Background: an optimization exercise with open tools, aiming at small area. Do not read the settings as production practice. The RTL was checked by simulation tests, not by an equivalence proof against the original design. No activity file was given, so power comes from the tool's default toggle rates.

**design/flow/design.v**
```verilog
module top_calc_accum_final (
    input  wire clk,
    input  wire reset,
    input  wire [1:0] op_sel_raw,
    input  wire [7:0] data_in_raw,
    input  wire calc_btn_raw,
    output wire [6:0] disp0,  
    output wire [6:0] disp1,  
    output wire [6:0] disp2,  
    output wire [6:0] disp3,  
    output wire [6:0] disp4,  
    output wire neg_flag,
    output wire error_flag,
    output wire [7:0] acc_out
);
    reg [1:0] op_s1, op;
    reg [7:0] d_s1, d;
    always @(posedge clk) begin
        op_s1 <= op_sel_raw;
        op    <= op_s1;
        d_s1  <= data_in_raw;
        d     <= d_s1;
    end
    reg       bv;         
    reg [2:0] brun;       
    reg [2:0] st;         
    localparam LOW = 3'd0, R0 = 3'd1, R1 = 3'd2, R2 = 3'd3,
               PULSE = 3'd4, ACC = 3'd5, HIGH = 3'd6;
    wire same = (calc_btn_raw == bv);
    wire full = (brun == 3'd7);
    always @(posedge clk) begin
        bv <= calc_btn_raw;
        if (reset)
            brun <= same ? (calc_btn_raw ? 3'd1 : 3'd7) : 3'd0;
        else
            brun <= same ? (full ? 3'd7 : brun + 3'd1) : 3'd0;
    end
    always @(posedge clk) begin
        if (reset) st <= LOW;
        else case (st)
            LOW:     st <= (full & bv) ? R0 : LOW;
            R0:      st <= R1;
            R1:      st <= R2;
            R2:      st <= PULSE;
            PULSE:   st <= ACC;
            ACC:     st <= HIGH;
            HIGH:    st <= (full & ~bv) ? LOW : HIGH;
            default: st <= LOW;
        endcase
    end
    wire calc_pulse = (st == PULSE);
    reg  signed [7:0] acc;
    reg         [6:0] frac;
    reg               err_q;
    wire sub = op[0];
    wire signed [8:0] a9 = {acc[7], acc};
    wire signed [8:0] d9 = {d[7], d};
    wire signed [8:0] n_as = sub ? (a9 - d9) : (a9 + d9);
    wire bu7 = sub ? (d[7] ^ (|d[6:0])) : d[7];
    wire ovf = (acc[7] == bu7) & (n_as[7] != acc[7]);
    wire merr = (acc[7] ^ acc[6]) | (acc[7] & ~|acc[5:0]);
    wire [7:0] mres = merr ? acc : {acc[6:0], 1'b0};
    wire [7:0] dsum = acc + {7'd0, acc[7]};
    wire [7:0] dres = {dsum[7], dsum[7:1]};
    wire [7:0] sel_res = op[1] ? (op[0] ? dres : mres) : n_as[7:0];
    wire       refuse  = op[1] ? (~op[0] & merr) : ovf;
    wire signed [7:0] F  = {frac[6], frac};
    wire signed [7:0] g  = acc[7] ? -F : F;            
    wire signed [9:0] g10 = {{2{g[7]}}, g};
    wire signed [9:0] n =
        op[1] ? (op[0] ? {{3{acc[7]}}, acc[7:1]} : {acc[7], acc, 1'b0})
              : {n_as[8], n_as};
    wire signed [9:0] h =
        op[1] ? (op[0] ? ((g10 >>> 1) + (acc[0] ? 10'sd50 : 10'sd0)) : (g10 <<< 1))
              : g10;
    reg signed [9:0] k;
    reg signed [9:0] r;
    always @(*) begin
        if (h < -10'sd100)      begin k = -10'sd2; r = h + 10'sd200; end
        else if (h < 10'sd0)    begin k = -10'sd1; r = h + 10'sd100; end
        else if (h < 10'sd100)  begin k =  10'sd0; r = h;            end
        else                    begin k =  10'sd1; r = h - 10'sd100; end
    end
    wire signed [9:0] q = n + k;
    wire neg = q[9] & (r != 10'sd0);
    wire [9:0] fnew = neg ? (10'sd100 - r) : r;
    wire signed [9:0] t = q + {9'd0, neg};
    wire ferr = (t > 10'sd127) | (t < -10'sd128);
    always @(posedge clk) begin
        if (reset) begin
            acc   <= 8'd0;
            frac  <= 7'd0;
            err_q <= 1'b0;
        end else begin
            if (calc_pulse) begin
                err_q <= refuse;
                if (!ferr) frac <= fnew[6:0];
            end
            if ((st == ACC) & ~err_q) acc <= sel_res;
        end
    end
    assign acc_out    = acc;
    assign neg_flag   = ~acc[7];
    assign error_flag = err_q;
    wire [7:0] mag = acc[7] ? -acc : acc;              
    wire [3:0] u2 = mag % 10;
    wire [3:0] u3 = (mag / 10) % 10;
    wire       u4 = (mag >= 8'd100);
    wire [3:0] u0 = frac % 10;
    wire [3:0] u1 = frac / 10;
    function [6:0] seg;     
        input [3:0] v;
        case (v)
            4'd0: seg = ~7'b1111110;
            4'd1: seg = ~7'b0110000;
            4'd2: seg = ~7'b1101101;
            4'd3: seg = ~7'b1111001;
            4'd4: seg = ~7'b0110011;
            4'd5: seg = ~7'b1011011;
            4'd6: seg = ~7'b1011111;
            4'd7: seg = ~7'b1110000;
            4'd8: seg = ~7'b1111111;
            4'd9: seg = ~7'b1111011;
            default: seg = 7'b1111111;
        endcase
    endfunction
    assign disp0 = seg(u0);
    assign disp1 = seg(u1);
    assign disp2 = seg(u2);
    assign disp3 = seg(u3);
    assign disp4 = {u4, 2'b00, u4, u4, u4, 1'b1};
endmodule
```
**design/flow/run.sh**
```bash
#!/bin/bash
# synth_recipe.tcl (not shown) runs the flow's synth.tcl, then flattens the netlist and writes it again
# the make line also repeats each setting of config.mk as NAME=value (left out here)
make -C /OpenROAD-flow-scripts/flow DESIGN_CONFIG=/design/flow/config.mk WORK_HOME=/design/flow/orfs CLKGATE_MAP_FILE= SYNTH_SCRIPT=/design/flow/synth_recipe.tcl finish
```
**design/flow/config.mk**
```make
export PLATFORM = sky130hd
export DESIGN_NAME = top_calc_accum_final
export DESIGN_NICKNAME = top_calc_accum_final
export VERILOG_FILES = /design/flow/design.v
export SDC_FILE = /design/flow/constraint.sdc
export NUM_CORES = 4
export LEC_CHECK = 0
export ABC_AREA = 1
export CAP_MARGIN = 20
export CORE_MARGIN = 2
export CORE_UTILIZATION = 40
export SLEW_MARGIN = 20
```
**design/flow/constraint.sdc**
```tcl
create_clock -name core_clock -period 40.0 [get_ports {clk}]
set_input_delay 8.0000 -clock core_clock [delete_from_list [all_inputs] [get_ports {clk}]]
set_output_delay 8.0000 -clock core_clock [all_outputs]
set_load 0.01 [all_outputs]
```
==> results.cfg <==
[status]
run_status = complete, no violations

[timing]
min_period_over_period = 0.3607
fin_worst_skew_ns = 0.005380
relSlewSlack = 0.5335
finalHoldViolations = 0
max_freq_mhz = 69.31
slew_violations = 0
period_minus_slack_ns = 14.43
rsz0062_at_grt = false
worstMarginPinSlew_ns = 0.6952
tns_ns = 0
setup_viol = 0

[floorplan]
num_rows = 44
start_util = 0.4067
core_sq_um = 14420
dieArea_sq_um = 15650
fp.dieW_um = 125.1
die-height_um = 125.1
io_pins = 58

[worst_setup_path]
crit_type = reg -> out
path_common_cell = nand2_1
path_max_fanout = 12
ff2ff_setup_slack_ns = 32.36
endpoint_kind = primary output
crit_path_start = acc[0]
critPathSlowestCell = clkdlybuf4s50_1
worst_ep_arrival_time_ns = 6.43
cp-start-kind = flip-flop
max_stage_delay_ns = 0.53
rr_startpoint = acc[7]
crit_end = disp2[3]
r2r_cells = 39
required_ns = 32.00
reg2reg_to = frac[6]

[final_layout]
fin_util = 0.4649
num-fill-cells = 1503
area_growth_pct = 14.29
diodes = 0
final_cells = 1131
drive_above_1_share = 0.1151
nets = 1033
final_cell_area_sq_um = 6705

[route]
met3_wirelength_um = 484
top_layer = met4
wl_per_cell_um = 11.48
met2WireLength_um = 5845
routed_wl_um = 12980
ant_nets = 0
vias_per_cell = 4.929
drt_iter0_drc = 329
route.detailed.drc = 0
met1_length_um = 6455
vias = 5575
dr.pass1.iters = 5

[pwr]
vdd_drop_max_v = 0.00002220
leakagePower_nw = 3.404
swShare = 0.3505
p_clk_frac = 0.303
p_seq_frac = 0.311
pwr-share-comb = 0.386
p_int_uw = 98.98
power_switching_uw = 53.42
p_per_area_nw_per_um2 = 22.73

[placed_design]
place_inst = 1124
dpl_cell_area_sq_um = 6543
dp.final_hpwl_um = 10460
io_buffers = 54
place_congestion = 0.8651

[run]
max-cap-violations = 0

[clock_network]
cts_setup_buffers = 0
cts.sinks = 43
cts_tree = built
ctsHtreeMaxLevel = 2
path_clk_slew_ns = 0.06
cts-resized-gates = 0
insertion_delay_ns = 0.29
clockBufferDepth = 2
ctsHoldBuffers = 0
cts_root_buf = clkbuf_16
cts_buffers = 5

[global_routing]
grt_pass1_wl_um = 22940
antenna_found_initial = 0
gr-total-overflow = 0
grt_usage = 0.1698
grt_max_degree = 29
grt_pass1_vias = 5159

[yosys]
yosys.cell_types.count = 55
synth_most_common_cell = nand2_1
synth_flop_cell = dfxtp_1
synth_common_cells = nand2_1, inv_1, ha_1
netlist_instances = 901
async_flop_share = 0
yosys.area.top_type_share = 0.1514
synth_top_cell_by_area = ha_1
yosysWarnings = 1
syn-mean-instance-area_sq_um = 6.512
synth_edf_count = 0
syn_area_sq_um = 5867
ys_ff_latch = 43
synth-seq-area-share = 0.1467
synth_area_leaders = ha_1, dfxtp_1, nand2_1

[hold_path]
min_path_type = reg -> reg
==> critical path: cells and delay by family, from the launching register on <==
kind	cells	cell delay, ns
compound gates	1	0.25
fa+ha+maj	5	1.26
buf+inv	5	1.05
flops	1	0.48
simple gates	27	3.09
==> metrics by stage <==
step           power, mW  worst slack, ns  hold slack, ns
4_1_cts           0.1538            25.52          0.3279
3_3_place_gp      0.1073            26.01          0.3098
3_5_place_dp      0.1072            25.83          0.3136
2_1_floorplan    0.09046            27.00          0.3096
6_report          0.1524            25.57          0.3259
5_1_grt           0.1646            24.91          0.3314
==> registers in the layout, summed over array words and instances, names as in the netlist, 2 cells and up <==
name	flops
d	8
acc	8
frac	7
op	2
op_s1	2
d_s1	8
brun	3
st	3
==> logic make-up after synthesis <==
kind of cell	share of synthesized area
buf+inv	0.1211
xor+xnor	0.06206
other cells	0.001280
compound gates	0.1809
flops	0.1467
simple gates	0.3297
fa+ha+maj	0.1582
==> worst min-delay path by stage <==
stage / startpoint / end / slack, ns / cells past startpoint
after floorplan: d_s1[0] / d[0] / 0.31 / 0
after global placement: op_s1[1] / op[1] / 0.31 / 0
after detailed placement: op_s1[1] / op[1] / 0.31 / 0
after CTS: op_s1[1] / op[1] / 0.33 / 0
after global routing: d_s1[3] / d[3] / 0.33 / 0
final: d_s1[4] / d[4] / 0.33 / 0
==> per-layer routing <==
| metal | GRT usage | vias to the layer above |
|---|---|---|
| met3 | 0.02139 | 14 |
| met5 | 0 | - |
| met1 | 0.2310 | 2428 |
| met2 | 0.2842 | 107 |
| met4 | 0.04510 | 0 |
| li1 | - | 3026 |
==> power by group through the flow <==
| stage | Combinational (mW) | Sequential [mW] | Clock (mW) |
|---|---|---|---|
| after detailed placement | 0.0589 | 0.0483 | 0 |
| final | 0.0588 | 0.0474 | 0.0462 |
| after global routing | 0.0678 | 0.0477 | 0.0492 |
| after floorplan | 0.0425 | 0.0480 | 0 |
| after global placement | 0.0590 | 0.0483 | 0 |
| after CTS | 0.0591 | 0.0474 | 0.0472 |
==> final cells by class <==
class / instances / area [sq um] / area share
clock inverters: 2 / 37.54 / 0.005598
inverters: 157 / 589.3 / 0.08789
clock buffers: 5 / 125.1 / 0.01866
multi-input cells: 683 / 4299 / 0.6412
well taps: 184 / 230.2 / 0.03433
repair buffers: 57 / 563.0 / 0.08397
flip-flops and latches: 43 / 860.8 / 0.1284
==> layout by cell type (no fill, tap or decap), types with 3 or more instances in the layout <==
| master | n |
|---|---|
| nand3_2 | 7 |
| nand3_1 | 53 |
| clkdlybuf4s50_1 | 54 |
| nand4_1 | 11 |
| clkbuf_16 | 5 |
| inv_1 | 133 |
| conb_1 | 3 |
| nand3b_1 | 3 |
| nor3_1 | 6 |
| or2_1 | 3 |
| xor2_1 | 29 |
| xnor2_1 | 7 |
| nand2_2 | 21 |
| nor2_2 | 7 |
| a21oi_1 | 39 |
| o211ai_1 | 7 |
| nor2_4 | 4 |
| dfxtp_1 | 43 |
| ha_1 | 71 |
| o21ai_4 | 3 |
| or2_2 | 6 |
| xor2_2 | 3 |
| o31ai_1 | 6 |
| a31oi_1 | 13 |
| a211oi_1 | 4 |
| nand3_4 | 4 |
| o21ai_2 | 6 |
| inv_2 | 23 |
| a221oi_1 | 3 |
| o21ai_0 | 57 |
| o21ai_1 | 18 |
| o22ai_1 | 9 |
| nand2_4 | 8 |
| nor2_1 | 63 |
| nand2_1 | 186 |
| buf_4 | 3 |

port drivers added, routing unchanged:
In the flow no input, the clock included, has a driving cell. The finished layout below was timed again as built, in two steps.
Step 1: set_driving_cell puts a clkbuf_16 on clk and a buf_2 on each other input, an assumption about the parent block.
Step 2 times the ports against the registers' clock, not the clock port: input delays grow and output delays shrink by t, the midpoint of the rising clock arrivals with the driver on.
a / b / c = ideal ports / drivers / drivers and shift; a / b = the first two.
t (ns): 0.325
setup slack, ns: 25.573 / 25.536 / 25.861
hold WS [ns]: 0.326 / 0.326 / 0.326
After both steps this run still meets setup and hold. For this run, drivers alone change the setup slack by -0.037 ns; drivers and shift together by +0.288 ns.
